From an optimization exercise on the open Yosys and OpenROAD flow, aimed at small area and a short achievable clock period; shortcuts taken in it are not production practice.
Only simulation tests tie the RTL to the original design; equivalence was not proved.
Power is estimated from default activity; no workload was simulated.

==> flow/design.v (outline; a module is shown in full before it is edited, if it fits) <==
// module fa: 4 lines
// module ha: 4 lines
// module add32: 90 lines
// module alu32: 63 lines
// module mul32lo: 864 lines
// module processing_element: 239 lines
module processing_element (
    input clk,
    input [31:0] PCin,
    input [31:0] instruction,
    input mem_ack,
    input data_Ready,
    input [31:0] AmuxIn,
    input [31:0] BmuxIn,
    input        reset,
    output [31:0] mem_address,
    output reg reg_select,
    output reg mem_read,
    output [4:0] rs1Out,
    output [4:0] rs2Out,
    output [4:0] rdOut,
    output reg rdWrite,
    output reg mem_write,
    output [31:0] result_out,
    output reg read_en,
    output reg [31:0] PCout,
    output reg execution_complete
);
  // ...
==> flow/flow/run.sh <==
#!/bin/bash
# The standard layout, with the input and output port buffers made of
# the smallest buffer cell instead of the one buffer_ports picks by itself.
set -euo pipefail
export BUFFER_PORTS_ARGS="-buffer_cell sky130_fd_sc_hd__buf_1"
bash standard.sh > standard.log 2>&1
==> flow/standard.sh <==
#!/bin/bash
# synth_recipe.tcl (not shown) runs the flow's synth.tcl, then flattens the netlist and writes it again
# the make line also repeats each setting of config.mk as NAME=value (left out here)
make -C /OpenROAD-flow-scripts/flow DESIGN_CONFIG=/design/flow/config.mk WORK_HOME=/design/flow/orfs CLKGATE_MAP_FILE= SYNTH_SCRIPT=/design/flow/synth_recipe.tcl "${@:-finish}"
==> flow/config.mk <==
export PLATFORM = sky130hd
export DESIGN_NAME = processing_element
export DESIGN_NICKNAME = processing_element
export VERILOG_FILES = /design/flow/design.v
export SDC_FILE = /design/flow/constraint.sdc
export NUM_CORES = 4
export LEC_CHECK = 0
export ABC_AREA = 1
export CAP_MARGIN = 20
export CORE_MARGIN = 2
export CORE_UTILIZATION = 40
export PLACE_DENSITY = 0.6
export SLEW_MARGIN = 20
export SYNTH_HIERARCHICAL = 1
==> flow/constraint.sdc <==
create_clock -name core_clock -period 70.0 [get_ports {clk}]
set_input_delay 14.0000 -clock core_clock [delete_from_list [all_inputs] [get_ports {clk}]]
set_output_delay 14.0000 -clock core_clock [all_outputs]
set_load 0.01 [all_outputs]
==> summary.txt, run 1 <==
- Max-slew violations: 0
- Top power group: sequential cells
- CP Depth: 3
- Initial antenna violation count: 2
- Post-Route WL: 115.3 mm
- Status: complete, no violations
- Worst Setup Start Kind: flop
- Reg2Reg Setup Slack: 56.54 ns
- Met3 wire len: 11.94 mm
- Metal-1 WL: 43.88 mm
- DR vias: 26870
- GR Overflow Total: 0
- Pwr Total: 0.0002527 W
- Most common cell after layout, fill and taps aside: nand2_1
- Post-route DRC: 0
- Worst min path class: reg2reg
- Signal buf overhead: 0.05241
- Count of flip-flops and latches: 183
- Tap cells: 846
- Setup slack after layout: 54.46 ns
- Worst-path clk slew: 0.08 ns
- Met1 Use GR: 0.4365
- Num Clock Sinks: 183
- Clock H-tree levels: 4
- Slowest stage delay, CP: 0.70 ns
- Met3 Resource Use GR: 0.06574
- Final cell count without fillers: 4529
- Worst VDD drop: 15.00 uV
- Power Internal: 0.0001728 W
- #MultiIn Comb: 2783
- Cell Count Post-Placement: 4492
- Worst Setup End Kind: output pin
- R2r startpoint: cJAL$_DFFE_PP_
- Net switching power: 0.00007984 W
- Antenna cells: 4
- Share of cell area taken by multi-input logic gates: 0.6937
- Number of fill cells: 6712
- RSZ-0062 raised after global routing: false
- Setup crit end: mem_address[21]
- CTS tree: yes
- FMAX: 64.34 MHz
- Worst R2R End: Breg[0]$_SDFFE_PP0P_
- Share of layout cells above drive strength 1: 0.06197
==> module alu32, before the edit <==
module alu32 (
    input  [31:0] A,
    input  [31:0] B,
    input  [31:0] Bm,      
    input  [4:0]  sel,
    output [31:0] y
);
    wire opADD = sel == 5'b00000;
    wire opSUB = sel == 5'b00001;
    wire opMUL = sel == 5'b00010;
    wire opSLL = sel == 5'b00100;
    wire opSRL = sel == 5'b00101;
    wire opEQ  = sel == 5'b00110;
    wire opAND = sel == 5'b01000;
    wire opOR  = sel == 5'b01001;
    wire opXOR = sel == 5'b01010;
    wire opSLTU= sel == 5'b01101;
    wire opSLT = sel == 5'b01110;
    wire opSRA = sel == 5'b01111;
    wire opSB  = sel == 5'b10000;
    wire opSH  = sel == 5'b10001;
    wire opZB  = sel == 5'b10010;
    wire opZH  = sel == 5'b10011;
    wire opW   = sel == 5'b10100;
    wire sub   = opSUB | opEQ | opSLT | opSLTU;
    wire arith = opADD | sub;
    wire shR   = opSRL | opSRA;
    wire shift = opSLL | shR;
    wire ext   = opSB | opSH | opZB | opZH | opW;
    wire sraA  = opSRA & B[31];
    wire big   = |B[31:5];
    wire [4:0]  samt = shift & ~sraA ? B[4:0] : 5'd0;
    wire [31:0] oh = 32'b1 << samt;
    wire        zeroY = shift & big & ~sraA;
    reg  [31:0] Arev;
    integer k;
    always @(*) for (k = 0; k < 32; k = k + 1) Arev[k] = A[31-k];
    wire [31:0] X = shR ? Arev : A;
    wire [31:0] Y = opMUL ? Bm : ((shift | ext | arith) & ~zeroY) ? oh : 32'b0;
    wire [31:0] C = {32{arith}} & (B ^ {32{sub}});
    wire [31:0] P;
    mul32lo mul (.x(X), .y(Y), .c(C), .cin(sub), .p(P));
    reg  [31:0] Prev;
    always @(*) for (k = 0; k < 32; k = k + 1) Prev[k] = P[31-k];
    wire ltu = (A[31] != B[31]) ? B[31] : P[31];
    wire lt  = (A[31] != B[31]) ? A[31] : P[31];
    wire eq  = ~|P;
    wire [31:0] xr = A ^ B;
    wire [31:0] an = A & B;
    wire fillbit = opSRA ? A[31] : opSB ? A[7] : A[15];
    reg  [31:0] fillmask, pmask;
    always @(*) begin
        for (k = 0; k < 32; k = k + 1) begin
            fillmask[k] = (opSRA & ~B[31] & (big | (k >= 32 - B[4:0]) & (B[4:0] != 0)))
                        | (opSB & (k >= 8)) | (opSH & (k >= 16));
            pmask[k] = opMUL | opSLL | opW | opADD | opSUB
                     | ((opSB | opZB) & (k < 8)) | ((opSH | opZH) & (k < 16));
        end
    end
    assign y = (pmask & P) | ({32{shR}} & Prev) | ({32{fillbit}} & fillmask)
             | ({32{opXOR | opOR}} & xr) | ({32{opAND | opOR}} & an)
             | {31'b0, (opEQ & eq) | (opSLTU & ltu) | (opSLT & lt)};
endmodule
==> run 2: changes to the inputs <==
--- a/flow/design.v
+++ b/flow/design.v
@@ -127,15 +127,18 @@
     wire ext   = opSB | opSH | opZB | opZH | opW;
     wire sraA  = opSRA & B[31];
     wire big   = |B[31:5];
+    integer k;
     wire [4:0]  samt = shift & ~sraA ? B[4:0] : 5'd0;
     wire [31:0] oh = 32'b1 << samt;
     wire        zeroY = shift & big & ~sraA;
+    wire [31:0] Y = opMUL ? Bm : ((shift | ext | arith) & ~zeroY) ? oh : 32'b0;
+    wire        sraF = opSRA & ~B[31] & A[31];
     reg  [31:0] Arev;
-    integer k;
     always @(*) for (k = 0; k < 32; k = k + 1) Arev[k] = A[31-k];
     wire [31:0] X = shR ? Arev : A;
-    wire [31:0] Y = opMUL ? Bm : ((shift | ext | arith) & ~zeroY) ? oh : 32'b0;
-    wire [31:0] C = {32{arith}} & (B ^ {32{sub}});
+    reg  [31:0] thermo;
+    always @(*) for (k = 0; k < 32; k = k + 1) thermo[k] = big | (B[4:0] > k);
+    wire [31:0] C = ({32{arith}} & (B ^ {32{sub}})) | ({32{sraF}} & thermo);
     wire [31:0] P;
     mul32lo mul (.x(X), .y(Y), .c(C), .cin(sub), .p(P));
     reg  [31:0] Prev;
@@ -145,17 +148,15 @@
     wire eq  = ~|P;
     wire [31:0] xr = A ^ B;
     wire [31:0] an = A & B;
-    wire fillbit = opSRA ? A[31] : opSB ? A[7] : A[15];
-    reg  [31:0] fillmask, pmask;
-    always @(*) begin
-        for (k = 0; k < 32; k = k + 1) begin
-            fillmask[k] = (opSRA & ~B[31] & (big | (k >= 32 - B[4:0]) & (B[4:0] != 0)))
-                        | (opSB & (k >= 8)) | (opSH & (k >= 16));
+    wire fb8  = opSB & A[7];
+    wire fb16 = fb8 | (opSH & A[15]);
+    wire [31:0] fill = {{16{fb16}}, {8{fb8}}, 8'b0};
+    reg  [31:0] pmask;
+    always @(*)
+        for (k = 0; k < 32; k = k + 1)
             pmask[k] = opMUL | opSLL | opW | opADD | opSUB
                      | ((opSB | opZB) & (k < 8)) | ((opSH | opZH) & (k < 16));
-        end
-    end
-    assign y = (pmask & P) | ({32{shR}} & Prev) | ({32{fillbit}} & fillmask)
+    assign y = (pmask & P) | ({32{shR}} & Prev) | fill
              | ({32{opXOR | opOR}} & xr) | ({32{opAND | opOR}} & an)
              | {31'b0, (opEQ & eq) | (opSLTU & ltu) | (opSLT & lt)};
 endmodule
--- a/flow/config.mk
+++ b/flow/config.mk
@@ -9,6 +9,7 @@
 export CAP_MARGIN = 20
 export CORE_MARGIN = 2
 export CORE_UTILIZATION = 40
+export CTS_BUF_LIST = sky130_fd_sc_hd__clkbuf_4 sky130_fd_sc_hd__clkbuf_8
 export PLACE_DENSITY = 0.6
 export SLEW_MARGIN = 20
 export SYNTH_HIERARCHICAL = 1
==> run 2 against run 1 <==
- non-clock buffer count is 4 lower
- final cell count shrank 0.26%
- clock power decreased by 21%
- clock skew up 0.0045 ns
- first-iteration DRC count is 7.4% higher
- largest power group unchanged
==> summary.txt, run 2 <==
- Status: complete, no violations (unchanged)
- Initial Utilization: 0.4056 (was 0.4041)
- Cell Area, Synth: 0.02563 sq mm (was 0.02549 sq mm)
- Period utilization: 0.2226 (was 0.2220)
- Pwr Total: 0.0002334 W (was 0.0002527 W)
- GP Congestion: 0.9989 (was 1.092)
- Fin Hold WS: 0.3410 ns (was 0.3290 ns)
- Pwr dens: 8.486 mW/mm^2 (was 9.139 mW/mm^2)
- RSZ-0062 raised after global routing: false (unchanged)
- Clock H-tree levels: 4 (unchanged)
- Post-Route WL: 113.3 mm (was 115.3 mm)
- Setup bufs post-CTS: 0 (unchanged)
- # resized after CTS: 0 (unchanged)
- Most common cell after layout, fill and taps aside: nand2_1 (unchanged)
- FMAX: 64.18 MHz (was 64.34 MHz)
- Average size of a mapped cell: 7.192 sq um (was 7.144 sq um)
- Yosys warnings: 8 (unchanged)
- Final ANT Viol Nets: 0 (unchanged)
- Reg2Reg Setup Slack: 57.06 ns (was 56.54 ns)
- First-pass GRT wire length: 167.9 mm (was 169.4 mm)
- Clock buffer count from CTS: 17 (unchanged)
- Post-route DRC: 0 (unchanged)
- Max Buffers Root-to-Sink: 2 (unchanged)
- Setup tns final: 0 ns (unchanged)
- Rel. slew slack: 0.2075 (was 0.1809)
- Placeable Area: 0.06320 sq mm (was 0.06308 sq mm)
- Hold Buf Count CTS: 0 (unchanged)
- Final Skew: 0.02226 ns (was 0.01780 ns)
- DIE AREA: 0.06612 sq mm (was 0.06576 sq mm)
- Syn Inst Count: 3564 (was 3568)
- Die H: 257.1 um (was 256.4 um)
- Cell with the largest stage delay on the worst path: buf_4 (was dfxtp_2)
- Max-cap violations: 0 (unchanged)
- DR vias: 26500 (was 26870)
- Tmin final: 15.58 ns (was 15.54 ns)
- Max-slew violations: 0 (unchanged)
- Worst Setup End Kind: output pin (unchanged)
- Die X-Extent: 257.1 um (was 256.4 um)
- Row Count: 92 (unchanged)
- Largest net degree at the start of global routing: 69 (was 70)
- Crit path DAT: 1.58 ns (was 1.54 ns)
- Worst-skew pair later-pin latency: 0.51 ns (was 0.45 ns)
- Max FO, Critical Path: 33 (was 34)
- Crit Path Category: reg2out (unchanged)
- Pre-Repair DR Iteration Count: 12 (was 6)
- Share of layout cells above drive strength 1: 0.06240 (was 0.06197)
- Worst Max-Slew Pin Slew: 1.187 ns (was 1.229 ns)
- Worst min path class: reg2reg (unchanged)
- Slowest stage delay, CP: 0.35 ns (was 0.70 ns)
- Via density: 5.867 (was 5.933)
- WP data required: 56.00 ns (about the same)
- Vias in the first global route: 24980 (was 25770)
- CTS tree: yes (unchanged)
- Worst-path clk slew: 0.11 ns (was 0.08 ns)
- CP Cell Sequence: buf_4, nand2_1, inv_1, buf_1 (was nand2_1, inv_1, buf_1)
- Setup violations, final: 0 (unchanged)
- Num Clock Sinks: 183 (unchanged)
- Mapped Nets: 4034 (was 4043)
- I/O Buffers: 248 (unchanged)
- Routed wire per std cell: 25.08 um (was 25.47 um)
- Area Growth Syn to Fin: 7.313% (was 8.457%)
- Lkg Pwr: 14.07 nW (was 14.35 nW)
- Worst Setup Start Kind: flop (unchanged)
- GR Overflow Total: 0 (unchanged)
- Nets: 4127 (was 4141)
- Initial antenna violation count: 1 (was 2)
- Final Hold Viols: 0 (unchanged)
- Root Driver: clkbuf_8 (was clkbuf_16)
- Worst VDD drop: 13.05 uV (was 15.00 uV)
- Initial DRC Count: 3328 (was 3100)
- I/O Pins: 249 (unchanged)
- DP Wirelength: 88.06 mm (was 89.21 mm)
- GRT Util Overall: 0.3390 (was 0.3443)
- Most frequent cells in the layout: 792 x nand2_1, 339 x inv_1, 268 x xor2_1 (was 810 x nand2_1, 327 x inv_1, 268 x xor2_1)
==> run 2: cell types whose count changed in the layout (fill, tap and decap cells not counted), sizes merged, moves of 7 or more <==
cell | before | now
nor2 | 249 | 263
a22oi | 23 | 12
inv | 360 | 367
nand3 | 268 | 229
a21oi | 85 | 92
nand2 | 825 | 809
nand4 | 61 | 89
==> run 2: worst max-delay path, delay by kind of cell (launching register included) <==
family,cells,cell delay [ns]
buf+inv,3,0.57
flops,1,0.34
simple gates,1,0.13
==> run 2: path summary, 6_finish.rpt <==
path | cells after the start | to | from
max | 4 | mem_address[12] | mem_write$_SDFFE_PP0P_
min | 0 | acs$_DFF_P_ | ac$_DFF_P_
max reg2reg | 39 | Breg[31]$_SDFFE_PP0P_ | cST$_DFFE_PP_
min reg2reg | 0 | acs$_DFF_P_ | ac$_DFF_P_
max in group asynchronous | 2 | first$_DFF_PP1_ | reset
min in group asynchronous | 2 | first$_DFF_PP1_ | reset
==> run 2: metrics by stage <==
step	cell area, sq um	instances	util	setup WS, ns
after floorplan	25630	3564	-	54.92
after CTS	27480	4515	0.4349	54.41
after global placement	27070	4483	0.4284	54.08
after detailed placement	27070	4483	0.4284	53.97
after global routing	27500	4516	0.4352	54.32
final	27510	4517	0.4352	54.42
==> run 2: final cells by class <==
class | instances | area, sq um
well taps | 846 | 1059
clock buffers | 20 | 275.3
repair buffers | 313 | 1431
inverters | 375 | 1418
fillers | 6628 | 35690
diodes | 1 | 2.502
clock inverters | 12 | 132.6
multi-input cells | 2767 | 19190
flip-flops and latches | 183 | 3995
==> run 2: routing by layer <==
metal / GRT usage / vias up / share of wire
met5: 0.004386 / - / 0.00091
met2: 0.4942 / 1681 / 0.42
li1: - / 11970 / -
met4: 0.1239 / 4 / 0.042
met3: 0.1002 / 220 / 0.12
met1: 0.4719 / 12630 / 0.41
==> run 2: report_power, final <==
part           internal, W  switching [W]  leakage (nW)
Clock            0.0000323      0.0000460         0.210
Combinational    0.0000107      0.0000293          12.3
Sequential        0.000110     0.00000552          1.55
==> run 3: changes to the inputs <==
==> flow/flow/run.sh (replaced) <==
#!/bin/bash
# The standard layout, with two changes to how it is made:
# - the input and output port buffers are the smallest buffer cell instead of
#   the one buffer_ports picks by itself;
# - ORFS's setup repair (after floorplan, CTS and global routing) works on
#   the paths whose slack is under 55 ns, so that it also shortens the worst
#   paths to and from the ports instead of stopping at 0 ns slack; it repairs
#   only the worst 20% of those endpoints.
set -euo pipefail
export BUFFER_PORTS_ARGS="-buffer_cell sky130_fd_sc_hd__buf_1"
export SETUP_SLACK_MARGIN=55
export TNS_END_PERCENT=20
bash standard.sh > standard.log 2>&1
==> run 3 against run 2 <==
- still clean on timing, DRC and antenna
- total power decreased by 1.7%
- sequential cell count unchanged
- utilization increased by 0.099 points
- clock power decreased by 4.7%
- final area increased by 0.23%
- critical path depth unchanged
- wire length about the same
- via count increased by 0.79%
- clock skew decreased by 0.0020 ns
- non-clock buffer count unchanged
- sequential power about the same
==> summary.txt, run 3 <==
- Post-route DRC: 0 (unchanged)
- FMAX: 64.69 MHz (was 64.18 MHz)
- Worst Setup End Kind: output pin (unchanged)
- Worst Max-Slew Pin Slew: 1.145 ns (was 1.187 ns)
- GP Congestion: 1.041 (was 0.9989)
- Clock H-tree levels: 4 (unchanged)
- I/O Buffers: 248 (unchanged)
- FF-to-FF path depth: 39 (unchanged)
- Yosys warnings: 8 (unchanged)
- Max-slew violations: 0 (unchanged)
- R2r startpoint: cST$_DFFE_PP_ (unchanged)
- GR Overflow Total: 0 (unchanged)
- Root Driver: clkbuf_8 (unchanged)
- Max FO, Critical Path: 16 (was 33)
- RSZ-0062 raised after global routing: true (was false)
- Worst min path class: reg2reg (unchanged)
- Final ANT Viol Nets: 0 (unchanged)
- Cell with the largest stage delay on the worst path: dfxtp_4 (was buf_4)
- CP delay by family, top: buffers and inverters (unchanged)
- Reg2Reg Setup Slack: 57.34 ns (was 57.06 ns)
- Cell Area, Synth: 0.02563 sq mm (unchanged)
- Number of fill cells: 6669 (was 6628)
- Most common cell after layout, fill and taps aside: nand2_1 (unchanged)
- DIE AREA: 0.06612 sq mm (unchanged)
- Worst R2R End: Breg[31]$_SDFFE_PP0P_ (unchanged)
- Status: complete, no violations (unchanged)
- Tmin final: 15.46 ns (was 15.58 ns)
- Die X-Extent: 257.1 um (unchanged)
- Period utilization: 0.2208 (was 0.2226)
- CTS tree: yes (unchanged)
- Max Buffers Root-to-Sink: 2 (unchanged)
- Setup tns final: 0 ns (unchanged)
- Mapped Nets: 4034 (unchanged)
- Setup violations, final: 0 (unchanged)
- Worst path bufs/invs: 3 (unchanged)
- Syn Inst Count: 3564 (unchanged)
- CP Cell Sequence: clkbuf_16, nand2_1, inv_1, buf_1 (was buf_4, nand2_1, inv_1, buf_1)
- Rel. slew slack: 0.2364 (was 0.2075)
- WP data required: 56.00 ns (about the same)
- Nets: 4127 (unchanged)
- Slowest stage delay, CP: 0.43 ns (was 0.35 ns)
- Crit Path Category: reg2out (unchanged)
- Worst Hold Endpoint: acs$_DFF_P_ (unchanged)
- Via density: 5.911 (was 5.867)
- Crit path DAT: 1.46 ns (was 1.58 ns)
- Worst-path clk slew: 0.11 ns (about the same)
- Largest net degree at the start of global routing: 68 (was 69)
- Area Growth Syn to Fin: 7.557% (was 7.313%)
- Final core occ: 0.4362 (was 0.4352)
- Lkg Pwr: 14.09 nW (was 14.07 nW)
- Routed wire per std cell: 25.04 um (was 25.08 um)
- Initial antenna violation count: 4 (was 1)
- DR vias: 26710 (was 26500)
- Num Clock Sinks: 183 (unchanged)
- Post-Route WL: 113.2 mm (was 113.3 mm)
- Vias in the first global route: 24900 (was 24980)
- Die H: 257.1 um (unchanged)
- Hold path depth: 0 (unchanged)
- Pre-Repair DR Iteration Count: 9 (was 12)
- Final Hold Viols: 0 (unchanged)
- Most frequent cells in the layout: 792 x nand2_1, 339 x inv_1, 268 x xor2_1 (unchanged)
- Share of layout cells above drive strength 1: 0.06703 (was 0.06240)
- Initial DRC Count: 3562 (was 3328)
- I/O Pins: 249 (unchanged)
- First-pass GRT wire length: 165.6 mm (was 167.9 mm)
- Initial Utilization: 0.4056 (unchanged)
- Hold path startpoint: ac$_DFF_P_ (unchanged)
- Average size of a mapped cell: 7.192 sq um (unchanged)
- Pwr Total: 0.0002295 W (was 0.0002334 W)
- Clock buffer count from CTS: 17 (unchanged)
- GRT Util Overall: 0.3344 (was 0.3390)
- Row Count: 92 (unchanged)
- Setup slack after layout: 54.54 ns (was 54.42 ns)
- Worst Setup Start Kind: flop (unchanged)
- Final Skew: 0.02027 ns (was 0.02226 ns)
- DP Worst Slack: 54.05 ns (was 53.97 ns)
- Worst VDD drop: 14.26 uV (was 13.05 uV)
- Placeable Area: 0.06320 sq mm (unchanged)
- Max-cap violations: 0 (unchanged)
- Pwr dens: 8.323 mW/mm^2 (was 8.486 mW/mm^2)
- Worst-skew pair later-pin latency: 0.53 ns (was 0.51 ns)
- DP Wirelength: 87.78 mm (was 88.06 mm)
## run 3: report_power, final
group          switching, W  total (W)  internal [W]
Clock             0.0000435  0.0000746     0.0000310
Combinational     0.0000298  0.0000405     0.0000107
Sequential       0.00000495   0.000114      0.000109
Total             0.0000783   0.000229      0.000151
## run 3: stage by stage
stage                     area, sq um  hold WS, ns  std cells
after floorplan                 25630       0.3096       3564
after global placement          27030       0.3116       4476
after detailed placement        27030       0.3175       4477
after CTS                       27450       0.3468       4510
after global routing            27560       0.3499       4517
final                           27570       0.3454       4519
## run 3: timing repair
item / CTS / global route
pin swaps: 0 / 3
buffers inserted: 1 / 3
resized for setup: 9 / 12
hold buffers: 0 / 0
endpoints found under the setup margin: 143 / 143
gates cloned: 0 / 1
## run 3: area by class of cell
type,count,area (sq um),share of cell area
Antenna cell,3,7.507,0.0002723
Clock buffer,21,270.3,0.009803
Clock inverter,11,115.1,0.004176
Inverter,375,1418,0.05142
Multi-Input combinational cell,2767,19200,0.6965
Sequential cell,183,4013,0.1456
Tap cell,846,1059,0.03840
Timing Repair Buffer,313,1486,0.05392
## run 3: worst max-delay path by stage
stage | cells past startpoint | start | slack [ns] | to
2_1_floorplan | 11 | mem_ack | 54.99 | R[26]$_DFF_P_
3_3_place_gp | 10 | mem_ack | 54.15 | R[23]$_DFF_P_
3_5_place_dp | 10 | mem_ack | 54.05 | R[25]$_DFF_P_
4_1_cts | 4 | mem_write$_SDFFE_PP0P_ | 54.54 | mem_address[14]
5_1_grt | 4 | mem_write$_SDFFE_PP0P_ | 54.49 | mem_address[2]
6_report | 4 | mem_write$_SDFFE_PP0P_ | 54.54 | mem_address[3]
## run 3: layer usage
layer / GRT usage / vias to the layer above / wire length (um)
li1: - / 11970 / -
met1: 0.4674 / 12760 / 46780
met2: 0.4905 / 1746 / 47810
met3: 0.09535 / 238 / 14040
met4: 0.1181 / 2 / 4537
met5: 0 / - / 11
==> module processing_element, before the edit <==
module processing_element (
    input clk,
    input [31:0] PCin,
    input [31:0] instruction,
    input mem_ack,
    input data_Ready,
    input [31:0] AmuxIn,
    input [31:0] BmuxIn,
    input        reset,
    output [31:0] mem_address,
    output reg reg_select,
    output reg mem_read,
    output [4:0] rs1Out,
    output [4:0] rs2Out,
    output [4:0] rdOut,
    output reg rdWrite,
    output reg mem_write,
    output [31:0] result_out,
    output reg read_en,
    output reg [31:0] PCout,
    output reg execution_complete
);
    reg first;
    always @(posedge clk or posedge reset)
        if (reset) first <= 1'b1;
        else       first <= 1'b0;
    reg [31:7] ir;
    reg cLD, cIMM, cOP, cLUI, cST, cBR, cJAL;
    always @(posedge clk)
        if (first) begin
            ir   <= instruction[31:7];
            cLD  <= instruction[6:0] == 7'b0000011;
            cIMM <= instruction[6:0] == 7'b0010011;
            cOP  <= instruction[6:0] == 7'b0110011;
            cLUI <= instruction[6:0] == 7'b0110111;
            cST  <= instruction[6:0] == 7'b0100011;
            cBR  <= instruction[6:0] == 7'b1100011;
            cJAL <= instruction[6:0] == 7'b1101111;
        end
    wire [4:0] rd  = ir[11:7];
    wire [2:0] f3  = ir[14:12];
    wire [4:0] rs1 = ir[19:15];
    wire [4:0] rs2 = ir[24:20];
    wire [6:0] f7  = ir[31:25];
    wire shimm = (f3 == 3'b001) || (f3 == 3'b101);
    wire [31:0] imm_i = {{20{ir[31]}}, ir[31:20]};
    wire [31:0] imm_s = {{20{ir[31]}}, ir[31:25], ir[11:7]};
    wire [31:0] imm_b = {{20{ir[31]}}, ir[7], ir[30:25], ir[11:8], 1'b0};
    wire [31:0] imm_u = {ir[31:12], 12'b0};
    wire [31:0] imm_j = {{12{ir[31]}}, ir[19:12], ir[20], ir[30:21], 1'b0};
    wire [31:0] immv = cLUI ? imm_u :
                       cST  ? imm_s :
                       cBR  ? imm_b :
                       cJAL ? imm_j :
                       (cIMM & shimm) ? {27'b0, ir[24:20]} : imm_i;
    reg        go;          
    reg        drs;         
    reg        ac;          
    reg        acs;         
    reg        brtk;        
    reg        brta;        
    reg        Aen, Ben;
    reg        bimmf;       
    reg        osA;         
    reg        rs1en, rs2en;
    reg [4:0]  ALUsel;
    reg [31:0] A;
    reg [31:0] Breg;
    reg [31:0] R;           
    wire [31:0] B = bimmf ? immv : Breg;
    wire st_nz = |Breg;
    wire ta_nz = cST ? st_nz : brta;
    wire brcond = (f3 == 3'b000) ? R[0] :
                  (f3 == 3'b001) ? ~R[0] : 1'b0;
    wire taken = cBR & drs & acs & ~brta & brcond;
    reg [4:0] ldop, imop, rrop, stop;
    always @(*) begin
        case (f3)
            3'b000: ldop = 5'b10000;
            3'b001: ldop = 5'b10001;
            3'b100: ldop = 5'b10010;
            3'b101: ldop = 5'b10011;
            default: ldop = 5'b00000;
        endcase
        case (f3)
            3'b000: imop = 5'b00000;
            3'b001: imop = 5'b00100;
            3'b010: imop = 5'b01110;
            3'b011: imop = 5'b01101;
            3'b100: imop = 5'b01010;
            3'b101: imop = (f7 == 7'b0000000) ? 5'b00101 :
                           (f7 == 7'b0100000) ? 5'b01111 : ALUsel;
            3'b110: imop = 5'b01001;
            default: imop = 5'b01000;
        endcase
        case (f3)
            3'b000: rrop = (f7 == 7'b0000000) ? 5'b00000 :
                           (f7 == 7'b0100000) ? 5'b00001 :
                           (f7 == 7'b0000001) ? 5'b00010 : ALUsel;
            3'b001: rrop = 5'b00100;
            3'b010: rrop = 5'b01110;
            3'b011: rrop = 5'b01101;
            3'b100: rrop = 5'b01010;
            3'b101: rrop = (f7 == 7'b0000000) ? 5'b00101 :
                           (f7 == 7'b0100000) ? 5'b01111 : ALUsel;
            3'b110: rrop = 5'b01001;
            default: rrop = 5'b01000;
        endcase
        case (f3)
            3'b000: stop = 5'b10010;
            3'b001: stop = 5'b10011;
            3'b010: stop = 5'b10100;
            default: stop = ALUsel;
        endcase
    end
    wire [31:0] alu_y;
    alu32 alu (.A(A), .B(B), .Bm(Breg), .sel(ALUsel), .y(alu_y));
    reg        n_Aen, n_Ben, n_osA, n_rdWrite, n_mem_read, n_exec;
    reg [4:0]  n_ALUsel;
    reg [1:0]  pcsel;       
    always @(*) begin
        n_Aen = Aen; n_Ben = Ben; n_osA = osA; n_ALUsel = ALUsel;
        n_rdWrite = rdWrite; n_mem_read = mem_read; n_exec = execution_complete;
        pcsel = 2'd0;
        if (cLD) begin
            n_Aen = drs & (~acs | mem_ack);
            n_Ben = drs & ~acs;
            if (drs) begin
                n_osA = acs & mem_ack & (f3 == 3'b010);
                n_ALUsel = (acs & mem_ack) ? ldop : 5'b00000;
            end
            n_exec = drs & acs & mem_ack;
            n_rdWrite = drs & acs & mem_ack;
            n_mem_read = drs & acs & ~mem_ack;
            pcsel = 2'd1;
        end
        if (cIMM) begin
            n_Aen = drs;
            n_Ben = drs;
            if (drs) n_ALUsel = imop;
            if (drs & acs) n_exec = 1'b1;
            n_rdWrite = drs & acs;
        end
        if (cOP) begin
            n_Aen = drs;
            n_Ben = drs;
            if (drs) n_ALUsel = rrop;
            n_exec = drs & acs;
            n_rdWrite = drs & acs;
            pcsel = 2'd1;
        end
        if (cLUI) begin
            n_Aen = mem_ack;
            n_Ben = ~mem_ack;
            n_osA = mem_ack;
            n_exec = mem_ack;
            n_rdWrite = mem_ack;
            n_mem_read = ~mem_ack;
            pcsel = 2'd1;
        end
        if (cST) begin
            n_Aen = drs ^ ta_nz;
            n_Ben = drs & ~ta_nz;
            if (~drs) n_ALUsel = 5'b11111;
            else if (~ta_nz) n_ALUsel = 5'b00000;
            else n_ALUsel = stop;
            n_exec = drs & ta_nz & acs;
            pcsel = 2'd1;
        end
        if (cBR) begin
            n_Aen = ~(~drs & acs & ta_nz);
            n_Ben = ~(~drs & acs & ta_nz);
            if (drs) n_ALUsel = taken ? 5'b00000 : 5'b00110;
            n_exec = ~drs & acs & ta_nz;
            pcsel = (~drs & acs & ta_nz) ? 2'd2 : 2'd1;
        end
        if (cJAL) begin
            n_Aen = 1'b1;
            n_Ben = 1'b1;
            if (drs) n_ALUsel = 5'b00000;
            if (drs & acs) n_osA = 1'b1;
            n_exec = drs & acs;
            n_rdWrite = drs & acs;
            pcsel = (drs & acs) ? 2'd3 : 2'd1;
        end
    end
    wire apc  = cJAL | brtk;
    wire bimm = ~cOP & ~(cBR & ~brtk);
    wire [31:0] n_A = Aen ? (apc ? PCin : AmuxIn) : A;
    wire osBI = cLUI & ~mem_ack & (bimmf | Ben);
    always @(posedge clk) begin
        drs <= data_Ready;
        acs <= ac;
        go  <= ~first;
        ac  <= ~first & (ALUsel != 5'b11111);
        R   <= (~first & n_osA) ? n_A : (({32{~first & osBI}} & imm_u) | alu_y);
        if (first) begin
            brtk <= 0; brta <= 0; Aen <= 0; Ben <= 0; bimmf <= 0; osA <= 0;
            rs1en <= 0; rs2en <= 0; ALUsel <= 5'b11111;
            reg_select <= 0; mem_read <= 0; rdWrite <= 0; mem_write <= 0;
            read_en <= 0; execution_complete <= 0;
            A <= 0; Breg <= 0; PCout <= 0;
        end else begin
            brtk <= taken;
            if (taken) brta <= 1'b1;
            Aen <= n_Aen;
            Ben <= n_Ben;
            if (Ben) bimmf <= bimm;
            osA <= n_osA;
            rs1en <= cLD | cIMM | cOP | cST | cBR;
            if ((cOP | cBR) | (cST & ~drs & ta_nz)) rs2en <= 1'b1;
            ALUsel <= n_ALUsel;
            reg_select <= cOP | cBR | (cST & ~drs & ta_nz);
            mem_read <= n_mem_read;
            rdWrite <= n_rdWrite;
            if (cST & drs & ta_nz & acs) mem_write <= 1'b1;
            read_en <= ((cLD | cIMM | cOP | cST) & ~drs) | cBR;
            execution_complete <= n_exec;
            A <= n_A;
            if (cST) begin
                if (drs & ~st_nz & acs) Breg <= R;
            end else if (cJAL)
                Breg <= alu_y;
            else if (Ben & ~bimm)
                Breg <= BmuxIn;
            case (pcsel)
                2'd0: PCout <= 32'b0;
                2'd1: PCout <= PCin;
                2'd2: PCout <= R;
                default: PCout <= Breg;
            endcase
        end
    end
    assign result_out  = R;
    assign mem_address = mem_write ? Breg : 32'b0;
    assign rdOut  = rdWrite ? rd : 5'b0;
    assign rs1Out = rs1en ? rs1 : 5'b0;
    assign rs2Out = rs2en ? rs2 : 5'b0;
endmodule
==> run 4: changes to the inputs <==
--- a/flow/design.v
+++ b/flow/design.v
@@ -138,7 +138,12 @@
     wire [31:0] X = shR ? Arev : A;
     reg  [31:0] thermo;
     always @(*) for (k = 0; k < 32; k = k + 1) thermo[k] = big | (B[4:0] > k);
-    wire [31:0] C = ({32{arith}} & (B ^ {32{sub}})) | ({32{sraF}} & thermo);
+    wire [31:0] xr = A ^ B;
+    wire [31:0] an = A & B;
+    wire        lx = opXOR | opOR;
+    wire        la = opAND | opOR;
+    wire [31:0] C = ({32{arith}} & (B ^ {32{sub}})) | ({32{sraF}} & thermo)
+                  | ({32{lx}} & xr) | ({32{la}} & an);
     wire [31:0] P;
     mul32lo mul (.x(X), .y(Y), .c(C), .cin(sub), .p(P));
     reg  [31:0] Prev;
@@ -146,18 +151,15 @@
     wire ltu = (A[31] != B[31]) ? B[31] : P[31];
     wire lt  = (A[31] != B[31]) ? A[31] : P[31];
     wire eq  = ~|P;
-    wire [31:0] xr = A ^ B;
-    wire [31:0] an = A & B;
     wire fb8  = opSB & A[7];
     wire fb16 = fb8 | (opSH & A[15]);
     wire [31:0] fill = {{16{fb16}}, {8{fb8}}, 8'b0};
     reg  [31:0] pmask;
     always @(*)
         for (k = 0; k < 32; k = k + 1)
-            pmask[k] = opMUL | opSLL | opW | opADD | opSUB
+            pmask[k] = opMUL | opSLL | opW | opADD | opSUB | lx | la
                      | ((opSB | opZB) & (k < 8)) | ((opSH | opZH) & (k < 16));
     assign y = (pmask & P) | ({32{shR}} & Prev) | fill
-             | ({32{opXOR | opOR}} & xr) | ({32{opAND | opOR}} & an)
              | {31'b0, (opEQ & eq) | (opSLTU & ltu) | (opSLT & lt)};
 endmodule
 module mul32lo (
@@ -1051,18 +1053,28 @@
         if (reset) first <= 1'b1;
         else       first <= 1'b0;
     reg [31:7] ir;
-    reg cLD, cIMM, cOP, cLUI, cST, cBR, cJAL;
+    reg [2:0] cls;
     always @(posedge clk)
         if (first) begin
-            ir   <= instruction[31:7];
-            cLD  <= instruction[6:0] == 7'b0000011;
-            cIMM <= instruction[6:0] == 7'b0010011;
-            cOP  <= instruction[6:0] == 7'b0110011;
-            cLUI <= instruction[6:0] == 7'b0110111;
-            cST  <= instruction[6:0] == 7'b0100011;
-            cBR  <= instruction[6:0] == 7'b1100011;
-            cJAL <= instruction[6:0] == 7'b1101111;
+            ir <= instruction[31:7];
+            case (instruction[6:0])
+                7'b0000011: cls <= 3'd1;
+                7'b0010011: cls <= 3'd2;
+                7'b0110011: cls <= 3'd3;
+                7'b0110111: cls <= 3'd4;
+                7'b0100011: cls <= 3'd5;
+                7'b1100011: cls <= 3'd6;
+                7'b1101111: cls <= 3'd7;
+                default:    cls <= 3'd0;
+            endcase
         end
+    wire cLD  = cls == 3'd1;
+    wire cIMM = cls == 3'd2;
+    wire cOP  = cls == 3'd3;
+    wire cLUI = cls == 3'd4;
+    wire cST  = cls == 3'd5;
+    wire cBR  = cls == 3'd6;
+    wire cJAL = cls == 3'd7;
     wire [4:0] rd  = ir[11:7];
     wire [2:0] f3  = ir[14:12];
     wire [4:0] rs1 = ir[19:15];
==> run 4 against run 3 <==
- critical path depth grew 1
- hold slack improved by 0.0071 ns
- largest power group unchanged
- synthesized cell count rose by 0.59%
- critical path type unchanged
- utilization hardly changed
- clock power rose by 7.4%
- total power rose by 2.3%
- still clean on timing, DRC and antenna
==> summary.txt, run 4 <==
- Status: complete, no violations (unchanged)
- Rel. slew slack: 0.2242 (was 0.2364)
- Cell Area, Synth: 0.02522 sq mm (was 0.02563 sq mm)
- RSZ-0062 raised after global routing: true (unchanged)
- Slowest stage delay, CP: 0.44 ns (was 0.43 ns)
- Most frequent cells in the layout: 821 x nand2_1, 346 x inv_1, 268 x xor2_1 (was 792 x nand2_1, 339 x inv_1, 268 x xor2_1)
- Most common cell after layout, fill and taps aside: nand2_1 (unchanged)
- Yosys warnings: 8 (unchanged)
- Power Internal: 0.0001488 W (was 0.0001512 W)
- Antenna cells: 0 (was 3)
- Worst path bufs/invs: 4 (was 3)
- Crit Path Category: reg2out (unchanged)
- Num Clock Sinks: 179 (was 183)
- Tmin final: 15.46 ns (about the same)
- Net switching power: 0.00008585 W (was 0.00007827 W)
- Post-route DRC: 0 (unchanged)
- FMAX: 64.67 MHz (was 64.69 MHz)
- DR vias: 26440 (was 26710)
- Root Driver: clkbuf_8 (unchanged)
- Gate power share: 0.180 (was 0.176)
- Post-Route WL: 110.6 mm (was 113.2 mm)
- CP delay by family, top: buffers and inverters (unchanged)
- Nets: 4162 (was 4127)
- DP Wirelength: 86.32 mm (was 87.78 mm)
- Max-cap violations: 0 (unchanged)
- Initial DRC Count: 3318 (was 3562)
- Syn Inst Count: 3585 (was 3564)
- Worst-path clk slew: 0.11 ns (about the same)
- Pre-Repair DR Iteration Count: 6 (was 9)
- Worst-skew pair later-pin latency: 0.53 ns (about the same)
- DIE AREA: 0.06508 sq mm (was 0.06612 sq mm)
- Initial antenna violation count: 3 (was 4)
- Mapped Nets: 4055 (was 4034)
- WP data required: 56.00 ns (about the same)
- I/O Pins: 249 (unchanged)
- Share of layout cells above drive strength 1: 0.06964 (was 0.06703)
- Sequential Power Share: 0.479 (was 0.499)
- First-pass GRT wire length: 161.6 mm (was 165.6 mm)
- Via density: 5.809 (was 5.911)
- I/O Buffers: 248 (unchanged)
- Average size of a mapped cell: 7.036 sq um (was 7.192 sq um)
- Final Hold Viols: 0 (unchanged)
- Max Buffers Root-to-Sink: 2 (unchanged)
- Worst Setup Start Kind: flop (unchanged)
- GP Congestion: 1.030 (was 1.041)
- Fin Hold WS: 0.3526 ns (was 0.3454 ns)
- CTS tree: yes (unchanged)
- Cell with the largest stage delay on the worst path: dfxtp_4 (unchanged)
- Crit path DAT: 1.46 ns (about the same)
- Worst Setup End Kind: output pin (unchanged)
- Row Count: 92 (unchanged)
- Lkg Pwr: 14.26 nW (was 14.09 nW)
- Final Skew: 0.02466 ns (was 0.02027 ns)
- GRT Util Overall: 0.3370 (was 0.3344)
- Largest net degree at the start of global routing: 66 (was 68)
- Worst Max-Slew Pin Slew: 1.157 ns (was 1.145 ns)
- Routed wire per std cell: 24.30 um (was 25.04 um)
- Clock H-tree levels: 4 (unchanged)
- Setup violations, final: 0 (unchanged)
- Period utilization: 0.2209 (was 0.2208)
- Die X-Extent: 255.1 um (was 257.1 um)
- Area Growth Syn to Fin: 8.522% (was 7.557%)
- Setup tns final: 0 ns (unchanged)
- Placeable Area: 0.06274 sq mm (was 0.06320 sq mm)
- Worst VDD drop: 10.66 uV (was 14.26 uV)
- Initial Utilization: 0.4021 (was 0.4056)
- GR Overflow Total: 0 (unchanged)
- Max FO, Critical Path: 7 (was 16)
- Clock buffer count from CTS: 17 (unchanged)
- Clock group share of total power: 0.341 (was 0.325)
- Switching share of total power: 0.3658 (was 0.3411)
- Vias in the first global route: 24830 (was 24900)
- Final ANT Viol Nets: 0 (unchanged)
- Max-slew violations: 0 (unchanged)
- Pwr dens: 8.573 mW/mm^2 (was 8.323 mW/mm^2)
- Worst min path class: reg2reg (unchanged)
- CP Cell Sequence: buf_12, buf_16, nand2_2, inv_1, buf_2 (was clkbuf_16, nand2_1, inv_1, buf_1)
- Die H: 255.1 um (was 257.1 um)
-- run 4: what timing repair did --
action	CTS	global route
endpoints found under the setup margin	116	150
pin swaps	0	5
gates cloned	2	0
buffers inserted	2	2
endpoints found under the hold margin	0	0
hold buffers	0	0
gates resized for setup	34	59
-- run 4: worst register-to-register path: cells and delay by family (launching register included) --
kind,cells,cell delay [ns]
xor+xnor,1,0.23
compound gates,7,1.66
simple gates,25,6.82
fa+ha+maj,8,4.30
buf+inv,4,0.58
flops,1,0.53
-- run 4: layout make-up --
| cell class | count | area [sq um] |
|---|---|---|
| fillers | 6617 | 35360 |
| multi-input cells | 2778 | 18900 |
| flip-flops and latches | 179 | 3895 |
| repair buffers | 311 | 1580 |
| inverters | 405 | 1523 |
| well taps | 846 | 1059 |
| clock buffers | 17 | 234.0 |
| clock inverters | 15 | 186.4 |
-- run 4: path summary, 6_finish.rpt --
path,endpoint,cells past startpoint,from,slack [ns]
max in group asynchronous,first$_DFF_PP1_,2,reset,56.55
min in group asynchronous,first$_DFF_PP1_,2,reset,13.44
min reg2reg,acs$_DFF_P_,0,ac$_DFF_P_,0.35
min,acs$_DFF_P_,0,ac$_DFF_P_,0.35
max,mem_address[30],5,mem_write$_SDFFE_PP0P_,54.54
max reg2reg,Breg[0]$_SDFFE_PP0P_,45,ir[12]$_DFFE_PP_,55.80
-- run 4: layer usage --
metal  vias to the layer above  wire length (um)  global-route usage
met5                         -                23                   0
met4                         4              6449              0.1627
met3                       270             11680             0.07149
met2                      1586             48630              0.5244
met1                     12630             43800              0.4450
li1                      11950                 -                   -
-- run 4: per-stage QoR --
step | power (W) | area (sq um) | instances | util | setup slack (ns)
3_3_place_gp | 0.0001548 | 26640 | 4513 | 0.4246 | 54.50
6_report | 0.0002347 | 27370 | 4551 | 0.4363 | 54.54
4_1_cts | 0.0002327 | 27200 | 4549 | 0.4336 | 54.54
2_1_floorplan | 0.0001356 | 25230 | 3585 | - | 54.97
3_5_place_dp | 0.0001548 | 26640 | 4513 | 0.4246 | 54.45
5_1_grt | 0.0002407 | 27370 | 4551 | 0.4363 | 54.50
-- run 4: power by group through the flow --
stage	clock network [W]	logic, W	registers, W
global placement	0	0.0000402	0.000115
detailed placement	0	0.0000402	0.000115
global route	0.0000835	0.0000448	0.000112
finish	0.0000801	0.0000423	0.000112
floorplan	0	0.0000241	0.000112
CTS	0.0000801	0.0000404	0.000112
==> run 5: changes to the inputs <==
--- a/flow/flow/run.sh
+++ b/flow/flow/run.sh
@@ -5,9 +5,9 @@
 # - ORFS's setup repair (after floorplan, CTS and global routing) works on
 #   the paths whose slack is under 55 ns, so that it also shortens the worst
 #   paths to and from the ports instead of stopping at 0 ns slack; it repairs
-#   only the worst 20% of those endpoints.
+#   only the worst 50% of those endpoints.
 set -euo pipefail
 export BUFFER_PORTS_ARGS="-buffer_cell sky130_fd_sc_hd__buf_1"
 export SETUP_SLACK_MARGIN=55
-export TNS_END_PERCENT=20
+export TNS_END_PERCENT=50
 bash standard.sh > standard.log 2>&1
==> run 5 against run 4 <==
- area after synthesis did not move
- sequential cell count is the same
- die area stayed put
- still clean
- sequential share of layout area is essentially flat
- utilization is 0.86 points higher
- largest cell class unchanged
==> summary.txt, run 5 <==
- Met2 routed WL: 48.83 mm (was 48.63 mm)
- Crit Path Category: reg2out (unchanged)
- Most common cell after layout, fill and taps aside: nand2_1 (unchanged)
- FF+latch area: 0.003961 sq mm (was 0.003895 sq mm)
- Hold Buf Count CTS: 0 (unchanged)
- DP Wirelength: 86.32 mm (unchanged)
- Die X-Extent: 255.1 um (unchanged)
- Metal-1 WL: 43.82 mm (was 43.80 mm)
- Num Clock Sinks: 179 (unchanged)
- Status: complete, no violations (unchanged)
- GR Overflow Total: 0 (unchanged)
- Post-DP Area: 0.02664 sq mm (unchanged)
- Final Hold Viols: 0 (unchanged)
- I/O Pins: 249 (unchanged)
- Cell Area, Synth: 0.02522 sq mm (unchanged)
- Hold path startpoint: ac$_DFF_P_ (unchanged)
- Final Instance Area: 0.02791 sq mm (was 0.02737 sq mm)
- Average size of a mapped cell: 7.036 sq um (unchanged)
- Met3 wire len: 11.91 mm (was 11.68 mm)
- Most frequent cells in the layout: 818 x nand2_1, 345 x inv_1, 268 x xor2_1 (was 821 x nand2_1, 346 x inv_1, 268 x xor2_1)
- Setup tns final: 0 ns (unchanged)
- Routed wire per std cell: 24.25 um (was 24.30 um)
- Row Count: 92 (unchanged)
- GP Congestion: 1.030 (unchanged)
- Max-slew violations: 0 (unchanged)
- RSZ-0062 raised after global routing: true (unchanged)
- First-pass GRT wire length: 162.6 mm (was 161.6 mm)
- Period utilization: 0.2209 (about the same)
- Reg2Reg Setup Slack: 55.81 ns (was 55.80 ns)
- Pwr dens: 8.409 mW/mm^2 (was 8.573 mW/mm^2)
- Worst Setup Start Kind: flop (unchanged)
- Crit. Startpoint: mem_write$_SDFFE_PP0P_ (unchanged)
- Final ANT Viol Nets: 0 (unchanged)
- Pre-Repair DR Iteration Count: 6 (unchanged)
- Post-Route WL: 111.1 mm (was 110.6 mm)
- GRT Util Overall: 0.3386 (was 0.3370)
- Initial antenna violation count: 3 (unchanged)
- Crit path DAT: 1.46 ns (about the same)
- Clock H-tree levels: 4 (unchanged)
- Worst VDD drop: 10.61 uV (was 10.66 uV)
- I/O Buffers: 248 (unchanged)
- Final Skew: 0.02613 ns (was 0.02466 ns)
- Placeable Area: 0.06274 sq mm (unchanged)
- Largest net degree at the start of global routing: 66 (unchanged)
- Mapped Nets: 4055 (unchanged)
- Initial Utilization: 0.4021 (unchanged)
- Setup violations, final: 0 (unchanged)
- Number of fill cells: 6566 (was 6617)
- Yosys warnings: 8 (unchanged)
- Rel. slew slack: 0.2627 (was 0.2242)
- Worst Max-Slew Pin Slew: 1.100 ns (was 1.157 ns)
- Max FO, Critical Path: 7 (unchanged)
- DR vias: 26470 (was 26440)
- WP data required: 56.00 ns (about the same)
- Worst Setup End Kind: output pin (unchanged)
- Tmin final: 15.46 ns (about the same)
- Worst-skew pair later-pin latency: 0.53 ns (about the same)
- Top Metal Used: met5 (unchanged)
- FMAX: 64.68 MHz (was 64.67 MHz)
- Initial DRC Count: 3168 (was 3318)
- Area Growth Syn to Fin: 10.65% (was 8.522%)
- DIE AREA: 0.06508 sq mm (unchanged)
- Via density: 5.776 (was 5.809)
- Nets: 4192 (was 4162)
- Lkg Pwr: 14.64 nW (was 14.26 nW)
- Max Buffers Root-to-Sink: 2 (unchanged)
- Clock buffer count from CTS: 17 (unchanged)
- Syn Inst Count: 3585 (unchanged)
- Share of layout cells above drive strength 1: 0.09558 (was 0.06964)
- Worst min path class: reg2reg (unchanged)
- Root Driver: clkbuf_8 (unchanged)
- Area of the multi-input gates: 0.01891 sq mm (was 0.01890 sq mm)
- CTS tree: yes (unchanged)
- Max-cap violations: 0 (unchanged)
- Vias in the first global route: 25020 (was 24830)
- Die H: 255.1 um (unchanged)
- Post-route DRC: 0 (unchanged)
- R2r startpoint: ir[12]$_DFFE_PP_ (unchanged)
- Worst-path clk slew: 0.12 ns (was 0.11 ns)
[run 5: layout make-up]
type	count	area share
multi-input cells	2778	0.6777
flip-flops and latches	179	0.1419
repair buffers	341	0.07276
inverters	405	0.05456
well taps	846	0.03793
clock buffers	17	0.008383
clock inverters	15	0.006680
diodes	1	0.00008966
[run 5: worst max-delay path, stage by stage, from the launching register on]
cell,delay (ns)
dfxtp_4,0.45
buf_12,0.14
buf_16,0.13
nand2_2,0.05
inv_1,0.06
buf_2,0.12
[run 5: power by group]
group / internal [W] / total (W) / switching (W)
clock: 0.0000307 / 0.0000799 / 0.0000493
sequential: 0.000107 / 0.000112 / 0.00000499
combinational: 0.0000118 / 0.0000432 / 0.0000314
[run 5: per-stage QoR]
step / cells / setup WS, ns / hold slack, ns / total power [W] / utilization
after floorplan: 3585 / 54.97 / 0.3096 / 0.0001356 / -
after global placement: 4513 / 54.50 / 0.3144 / 0.0001548 / 0.4246
after detailed placement: 4513 / 54.45 / 0.3187 / 0.0001548 / 0.4246
after CTS: 4572 / 54.54 / 0.3541 / 0.0002330 / 0.4387
after global routing: 4581 / 54.50 / 0.3582 / 0.0002411 / 0.4448
final: 4582 / 54.54 / 0.3526 / 0.0002347 / 0.4449
[run 5: metal layers]
| metal | GRT usage | up-vias |
|---|---|---|
| met2 | 0.5241 | 1512 |
| met4 | 0.1718 | 4 |
| met3 | 0.07719 | 279 |
| met5 | 0 | - |
| li1 | - | 12020 |
| met1 | 0.4429 | 12660 |
[run 5: path summary, 6_finish.rpt]
kind                                   endpoint  cells past startpoint
max in group asynchronous       first$_DFF_PP1_                      2
setup reg to reg           Breg[0]$_SDFFE_PP0P_                     47
hold / removal                      acs$_DFF_P_                      0
min in group asynchronous       first$_DFF_PP1_                      2
hold reg to reg                     acs$_DFF_P_                      0
setup / recovery                mem_address[30]                      5
[run 5: repair_timing]
item | 4_1_cts | 5_1_grt
resized for setup | 96 | 127
cloned | 2 | 0
endpoints found under the setup margin | 116 | 150
pin swaps | 15 | 8
setup buffers | 25 | 9
==> run 6: changes to the inputs <==
==> flow/flow/run.sh (replaced) <==
#!/bin/bash
# The standard layout, with the input and output port buffers made of
# the smallest buffer cell instead of the one buffer_ports picks by itself.
set -euo pipefail
export BUFFER_PORTS_ARGS="-buffer_cell sky130_fd_sc_hd__buf_1"
bash standard.sh > standard.log 2>&1
==> run 6 against run 5 <==
- synthesized cell count did not move
- wire length fell by 2.0%
- final cell count fell by 0.98%
- utilization fell by 1.5 points
- combinational power fell by 4%
- count of clock-buffer cells in the layout rose by 2
- sequential cell count did not move
- critical path type unchanged
==> summary.txt, run 6 <==
- Status: complete, no violations (unchanged)
- Max FO, Critical Path: 27 (was 7)
- Initial antenna violation count: 5 (was 3)
- Placeable Area: 0.06274 sq mm (unchanged)
- Most frequent cells in the layout: 835 x nand2_1, 359 x inv_1, 268 x xor2_1 (was 818 x nand2_1, 345 x inv_1, 268 x xor2_1)
- Tmin final: 15.82 ns (was 15.46 ns)
- Clock buffer count from CTS: 17 (unchanged)
- Row Count: 92 (unchanged)
- Vias in the first global route: 24960 (was 25020)
- Routed wire per std cell: 24.01 um (was 24.25 um)
- First-pass GRT wire length: 160.9 mm (was 162.6 mm)
- Post-DP Area: 0.02658 sq mm (was 0.02664 sq mm)
- Rel. slew slack: 0.2440 (was 0.2627)
- Power Internal: 0.0001447 W (was 0.0001490 W)
- DP Worst Slack: 54.06 ns (was 54.45 ns)
- Via density: 5.781 (was 5.776)
- Num Clock Sinks: 179 (unchanged)
- DR vias: 26230 (was 26470)
- Switching share of total power: 0.3596 (was 0.3650)
- Average size of a mapped cell: 7.036 sq um (unchanged)
- Nets: 4148 (was 4192)
- Root Driver: clkbuf_8 (unchanged)
- Pwr dens: 8.390 mW/mm^2 (was 8.409 mW/mm^2)
- Final Hold Viols: 0 (unchanged)
- Cell Area, Synth: 0.02522 sq mm (unchanged)
- Max Buffers Root-to-Sink: 2 (unchanged)
- DIE AREA: 0.06508 sq mm (unchanged)
- Max-slew violations: 0 (unchanged)
- Setup slack after layout: 54.18 ns (was 54.54 ns)
- GR Overflow Total: 0 (unchanged)
- Worst Max-Slew Pin Slew: 1.131 ns (was 1.100 ns)
- Crit path DAT: 1.82 ns (was 1.46 ns)
- Share of layout cells above drive strength 1: 0.04904 (was 0.09558)
- Antenna cells: 0 (was 1)
- Setup crit end: mem_address[29] (was mem_address[30])
- Lkg Pwr: 13.95 nW (was 14.64 nW)
- Syn Inst Count: 3585 (unchanged)
- Fin Hold WS: 0.3528 ns (was 0.3526 ns)
- Clock H-tree levels: 4 (unchanged)
- FMAX: 63.20 MHz (was 64.68 MHz)
- Final Instance Area: 0.02694 sq mm (was 0.02791 sq mm)
- Worst-skew pair later-pin latency: 0.50 ns (was 0.53 ns)
- GRT Util Overall: 0.3334 (was 0.3386)
- Mapped Nets: 4055 (unchanged)
- Max-cap violations: 0 (unchanged)
- Number of fill cells: 6725 (was 6566)
- Crit. Startpoint: mem_write$_SDFFE_PP0P_ (unchanged)
- Initial Utilization: 0.4021 (unchanged)
- Worst Setup End Kind: output pin (unchanged)
- Setup violations, final: 0 (unchanged)
- GP Congestion: 0.9981 (was 1.030)
- Sequential Power Share: 0.498 (was 0.475)
- Net switching power: 0.00008130 W (was 0.00008566 W)
- Die X-Extent: 255.1 um (unchanged)
- Post-route DRC: 0 (unchanged)
- Most common cell after layout, fill and taps aside: nand2_1 (unchanged)
- Die H: 255.1 um (unchanged)
- I/O Pins: 249 (unchanged)
- Clock group share of total power: 0.319 (was 0.341)
- Final ANT Viol Nets: 0 (unchanged)
- Yosys warnings: 8 (unchanged)
- I/O Buffers: 248 (unchanged)
- Hold Buf Count CTS: 0 (unchanged)
- # resized after CTS: 0 (was 96)
- Worst-path clk slew: 0.11 ns (was 0.12 ns)
- Gate power share: 0.183 (was 0.184)
- Reg2Reg Setup Slack: 55.63 ns (was 55.81 ns)
- Final Skew: 0.02290 ns (was 0.02613 ns)
- Pre-Repair DR Iteration Count: 6 (unchanged)
- Setup tns final: 0 ns (unchanged)
- Worst min path class: reg2reg (unchanged)
- Worst Setup Start Kind: flop (unchanged)
- Largest net degree at the start of global routing: 66 (unchanged)
- DP Wirelength: 85.81 mm (was 86.32 mm)
- R2r startpoint: cls[0]$_DFFE_PP_ (was ir[12]$_DFFE_PP_)
- RSZ-0062 raised after global routing: false (was true)
- Final core occ: 0.4295 (was 0.4449)
- Area Growth Syn to Fin: 6.821% (was 10.65%)
- FF-to-FF path depth: 45 (was 47)
- Crit Path Category: reg2out (unchanged)
- CTS tree: yes (unchanged)
- Worst R2R End: Breg[0]$_SDFFE_PP0P_ (unchanged)
- Post-Route WL: 108.9 mm (was 111.1 mm)
- WP data required: 56.00 ns (about the same)
- Initial DRC Count: 3159 (was 3168)
- Worst VDD drop: 11.14 uV (was 10.61 uV)
- Setup bufs post-CTS: 0 (was 25)
- Period utilization: 0.2260 (was 0.2209)
-- run 6: final cells by class --
type | instances | area, sq um | share of cell area
Multi-Input combinational cell | 2778 | 18830 | 0.6989
Clock inverter | 13 | 108.9 | 0.004040
Inverter | 405 | 1523 | 0.05652
Timing Repair Buffer | 297 | 1299 | 0.04820
Tap cell | 846 | 1059 | 0.03929
Clock buffer | 19 | 249.0 | 0.009241
Sequential cell | 179 | 3875 | 0.1438
-- run 6: critical path, stage by stage (launching register included) --
cell	delay, ns
dfxtp_1	0.51
buf_4	0.44
nand2_1	0.15
inv_1	0.07
buf_1	0.14
-- run 6: worst min path at each step --
stage	from	depth (start not counted)	slack, ns	to
2_1_floorplan	ac$_DFF_P_	0	0.31	acs$_DFF_P_
3_3_place_gp	ac$_DFF_P_	0	0.33	acs$_DFF_P_
3_5_place_dp	ac$_DFF_P_	0	0.32	acs$_DFF_P_
4_1_cts	ac$_DFF_P_	0	0.36	acs$_DFF_P_
5_1_grt	ac$_DFF_P_	0	0.36	acs$_DFF_P_
6_report	ac$_DFF_P_	0	0.35	acs$_DFF_P_
-- run 6: power groups by stage --
stage / Sequential [W] / Combinational [W] / Clock, W
floorplan: 0.000112 / 0.0000241 / 0
global placement: 0.000115 / 0.0000397 / 0
detailed placement: 0.000115 / 0.0000397 / 0
CTS: 0.000112 / 0.0000399 / 0.0000723
global route: 0.000113 / 0.0000442 / 0.0000765
finish: 0.000113 / 0.0000413 / 0.0000722
-- run 6: stage by stage --
step / total power (W) / cells
final: 0.0002261 / 4537
after global routing: 0.0002333 / 4537
after CTS: 0.0002246 / 4537
after detailed placement: 0.0001545 / 4505
after global placement: 0.0001545 / 4505
after floorplan: 0.0001356 / 3585
-- run 6: per-layer routing --
| metal | global-route usage | vias up | wire length, um |
|---|---|---|---|
| met5 | 0 | - | 35 |
| met4 | 0.1579 | 6 | 6204 |
| met3 | 0.07434 | 261 | 11290 |
| met2 | 0.5180 | 1492 | 47620 |
| met1 | 0.4396 | 12560 | 43790 |
| li1 | - | 11910 | - |
==> run 7: changes to the inputs <==
--- a/flow/design.v
+++ b/flow/design.v
@@ -1042,7 +1042,7 @@
     output [4:0] rs2Out,
     output [4:0] rdOut,
     output reg rdWrite,
-    output reg mem_write,
+    output mem_write,
     output [31:0] result_out,
     output reg read_en,
     output reg [31:0] PCout,
@@ -1104,6 +1104,7 @@
     reg [4:0]  ALUsel;
     reg [31:0] A;
     reg [31:0] Breg;
+    reg [3:0]  mw;
     reg [31:0] R;           
     wire [31:0] B = bimmf ? immv : Breg;
     wire st_nz = |Breg;
@@ -1228,6 +1229,10 @@
     wire osBI = cLUI & ~mem_ack & (bimmf | Ben);
     always @(posedge clk) begin
         drs <= data_Ready;
+        mw[0] <= ~first & (mw[0] | (cST & drs & ta_nz & acs));
+        mw[1] <= ~first & (mw[1] | (cST & drs & ta_nz & acs));
+        mw[2] <= ~first & (mw[2] | (cST & drs & ta_nz & acs));
+        mw[3] <= ~first & (mw[3] | (cST & drs & ta_nz & acs));
         acs <= ac;
         go  <= ~first;
         ac  <= ~first & (ALUsel != 5'b11111);
@@ -1235,7 +1240,7 @@
         if (first) begin
             brtk <= 0; brta <= 0; Aen <= 0; Ben <= 0; bimmf <= 0; osA <= 0;
             rs1en <= 0; rs2en <= 0; ALUsel <= 5'b11111;
-            reg_select <= 0; mem_read <= 0; rdWrite <= 0; mem_write <= 0;
+            reg_select <= 0; mem_read <= 0; rdWrite <= 0;
             read_en <= 0; execution_complete <= 0;
             A <= 0; Breg <= 0; PCout <= 0;
         end else begin
@@ -1251,7 +1256,6 @@
             reg_select <= cOP | cBR | (cST & ~drs & ta_nz);
             mem_read <= n_mem_read;
             rdWrite <= n_rdWrite;
-            if (cST & drs & ta_nz & acs) mem_write <= 1'b1;
             read_en <= ((cLD | cIMM | cOP | cST) & ~drs) | cBR;
             execution_complete <= n_exec;
             A <= n_A;
@@ -1270,7 +1274,9 @@
         end
     end
     assign result_out  = R;
-    assign mem_address = mem_write ? Breg : 32'b0;
+    assign mem_write   = mw[0];
+    assign mem_address = {{8{mw[3]}} & Breg[31:24], {8{mw[2]}} & Breg[23:16],
+                          {8{mw[1]}} & Breg[15:8],  {8{mw[0]}} & Breg[7:0]};
     assign rdOut  = rdWrite ? rd : 5'b0;
     assign rs1Out = rs1en ? rs1 : 5'b0;
     assign rs2Out = rs2en ? rs2 : 5'b0;
--- a/flow/config.mk
+++ b/flow/config.mk
@@ -9,7 +9,7 @@
 export CAP_MARGIN = 20
 export CORE_MARGIN = 2
 export CORE_UTILIZATION = 40
-export CTS_BUF_LIST = sky130_fd_sc_hd__clkbuf_4 sky130_fd_sc_hd__clkbuf_8
+export CTS_BUF_LIST = sky130_fd_sc_hd__clkbuf_8
 export PLACE_DENSITY = 0.6
 export SLEW_MARGIN = 20
 export SYNTH_HIERARCHICAL = 1
==> run 7 against run 6 <==
- still clean
- register-to-register slack better by 2.0 ns
- hold slack worse by 0.021 ns
- area after synthesis is 1.6% higher
- total power is 1.6% higher
- setup slack better by 0.33 ns
- sequential share of layout area is 0.066 points lower
- count of clock-buffer cells in the layout stayed put
- clock power is 2% higher
- wire length is 3.2% higher
- clock skew is 0.0040 ns higher
- first-iteration DRC count is 5.9% lower
- critical path type unchanged
- highest routed layer unchanged
==> summary.txt, run 7 <==
- Status: complete, no violations (unchanged)
- Routed wire per std cell: 24.60 um (was 24.01 um)
- Vias in the first global route: 25610 (was 24960)
- Clock H-tree levels: 4 (unchanged)
- Initial antenna violation count: 1 (was 5)
- Worst Setup End Kind: output pin (unchanged)
- Crit Path Category: reg2out (unchanged)
- Max FO, Critical Path: 5 (was 27)
- Yosys warnings: 8 (unchanged)
- Average size of a mapped cell: 7.107 sq um (was 7.036 sq um)
- Area Growth Syn to Fin: 7.286% (was 6.821%)
- DIE AREA: 0.06609 sq mm (was 0.06508 sq mm)
- GP Congestion: 1.002 (was 0.9981)
- Most frequent cells in the layout: 802 x nand2_1, 361 x inv_1, 272 x nor2_1 (was 835 x nand2_1, 359 x inv_1, 268 x xor2_1)
- Post-Route WL: 112.4 mm (was 108.9 mm)
- GR Overflow Total: 0 (unchanged)
- Final Hold Viols: 0 (unchanged)
- Pre-Repair DR Iteration Count: 6 (unchanged)
- Max-cap violations: 0 (unchanged)
- Hold Buf Count CTS: 0 (unchanged)
- Worst Max-Slew Pin Slew: 1.094 ns (was 1.131 ns)
- CP delay by family, top: flip-flops (was buffers and inverters)
- Tmin final: 15.50 ns (was 15.82 ns)
- Nets: 4182 (was 4148)
- FMAX: 64.53 MHz (was 63.20 MHz)
- GRT Util Overall: 0.3351 (was 0.3334)
- Root Driver: clkbuf_8 (unchanged)
- I/O Buffers: 248 (unchanged)
- Worst-skew pair later-pin latency: 0.53 ns (was 0.50 ns)
- Setup tns final: 0 ns (unchanged)
- # resized after CTS: 0 (unchanged)
- Largest net degree at the start of global routing: 97 (was 66)
- Via density: 5.811 (was 5.781)
- Placeable Area: 0.06320 sq mm (was 0.06274 sq mm)
- Post-route DRC: 0 (unchanged)
- DP Wirelength: 86.93 mm (was 85.81 mm)
- Setup slack after layout: 54.50 ns (was 54.18 ns)
- Worst VDD drop: 20.86 uV (was 11.14 uV)
- Die X-Extent: 257.1 um (was 255.1 um)
- Initial Utilization: 0.4054 (was 0.4021)
- CTS tree: yes (unchanged)
- Setup bufs post-CTS: 0 (unchanged)
- Final core occ: 0.4350 (was 0.4295)
- Rel. slew slack: 0.2663 (was 0.2440)
- Cell Area, Synth: 0.02562 sq mm (was 0.02522 sq mm)
- Slowest stage delay, CP: 0.61 ns (was 0.51 ns)
- Initial DRC Count: 2973 (was 3159)
- Cell with the largest stage delay on the worst path: dfxtp_1 (unchanged)
- DR vias: 26550 (was 26230)
- RSZ-0062 raised after global routing: false (unchanged)
- Max-slew violations: 0 (unchanged)
- CP Cell Sequence: nand2_1, inv_1, buf_1 (was buf_4, nand2_1, inv_1, buf_1)
- First-pass GRT wire length: 166.5 mm (was 160.9 mm)
- Mapped Nets: 4075 (was 4055)
- Worst-path clk slew: 0.09 ns (was 0.11 ns)
- WP data required: 56.00 ns (about the same)
- Worst path bufs/invs: 2 (was 3)
- Most common cell after layout, fill and taps aside: nand2_1 (unchanged)
- Period utilization: 0.2214 (was 0.2260)
- Syn Inst Count: 3605 (was 3585)
- Share of layout cells above drive strength 1: 0.05318 (was 0.04904)
- Final ANT Viol Nets: 0 (unchanged)
- Worst Setup Start Kind: flop (unchanged)
- Row Count: 92 (unchanged)
- Pwr dens: 8.358 mW/mm^2 (was 8.390 mW/mm^2)
- Crit path DAT: 1.50 ns (was 1.82 ns)
- Die H: 257.1 um (was 255.1 um)
- Worst min path class: reg2reg (unchanged)
- Setup violations, final: 0 (unchanged)
- I/O Pins: 249 (unchanged)
- Num Clock Sinks: 182 (was 179)
- Lkg Pwr: 14.22 nW (was 13.95 nW)
- Max Buffers Root-to-Sink: 2 (unchanged)
- Number of fill cells: 6728 (was 6725)
- Antenna cells: 0 (unchanged)
- DP Worst Slack: 54.33 ns (was 54.06 ns)
- Clock buffer count from CTS: 17 (unchanged)
- Final Skew: 0.02690 ns (was 0.02290 ns)
-- run 7: changes by cell type in the layout (fill, tap and decap cells not counted), sizes merged, moves of 6 or more --
cell / before / now
a31oi: 11 / 20
inv: 400 / 394
mux2i: 0 / 6
o2111ai: 2 / 36
o211ai: 34 / 19
a21oi: 119 / 147
a22o: 0 / 14
o21ai: 249 / 194
nand3: 258 / 244
buf: 297 / 323
a221oi: 0 / 13
nand2: 857 / 822
nor2: 273 / 298
-- run 7: path summary, 6_finish.rpt --
kind                                 startpoint                    to  slack [ns]  cells past startpoint
max reg2reg                    cls[0]$_DFFE_PP_  Breg[0]$_SDFFE_PP0P_       57.68                     50
min in group asynchronous                 reset       first$_DFF_PP1_       13.43                      2
max in group asynchronous                 reset       first$_DFF_PP1_       56.55                      2
max                        Breg[8]$_SDFFE_PP0P_        mem_address[8]       54.50                      3
min reg2reg                          ac$_DFF_P_           acs$_DFF_P_        0.33                      0
min                                  ac$_DFF_P_           acs$_DFF_P_        0.33                      0
-- run 7: cell type report --
| class | instances | area [sq um] | area share |
|---|---|---|---|
| sequential | 182 | 3935 | 0.1432 |
| timing repair buffer | 323 | 1494 | 0.05435 |
| tap | 846 | 1059 | 0.03851 |
| clock inverter | 11 | 111.4 | 0.004051 |
| inverter | 401 | 1508 | 0.05485 |
| multi-input combinational | 2787 | 19120 | 0.6956 |
| clock buffer | 19 | 261.5 | 0.009513 |
-- run 7: per-layer routing --
| metal | vias to the layer above | track usage | share of wire |
|---|---|---|---|
| met4 | 2 | 0.2072 | 0.074 |
| met1 | 12700 | 0.4226 | 0.39 |
| met5 | - | 0 | 0.000071 |
| met3 | 332 | 0.05063 | 0.082 |
| met2 | 1409 | 0.5393 | 0.46 |
| li1 | 12110 | - | - |
-- run 7: report_power, final --
part	internal, W	switching, W	total, W
Clock	0.0000304	0.0000432	0.0000736
Sequential	0.000109	0.00000527	0.000114
Combinational	0.0000114	0.0000306	0.0000420
Total	0.000151	0.0000791	0.000230
-- run 7: metrics by stage --
stage	instances	hold slack [ns]	cell area [sq um]	total power (W)
after CTS	4569	0.3351	27490	0.0002293
final	4569	0.3316	27490	0.0002297
after global placement	4539	0.3154	27110	0.0001570
after detailed placement	4539	0.3150	27110	0.0001569
after global routing	4569	0.3493	27490	0.0002374
after floorplan	3605	0.3096	25620	0.0001378

Setup slack of run 7, layout unchanged: 54.502 ns with ideal ports, 54.455 ns with driving cells assumed (clock clkbuf_16, inputs buf_2), 54.283 ns with port delays also shifted by the 0.567 ns mid clock arrival.
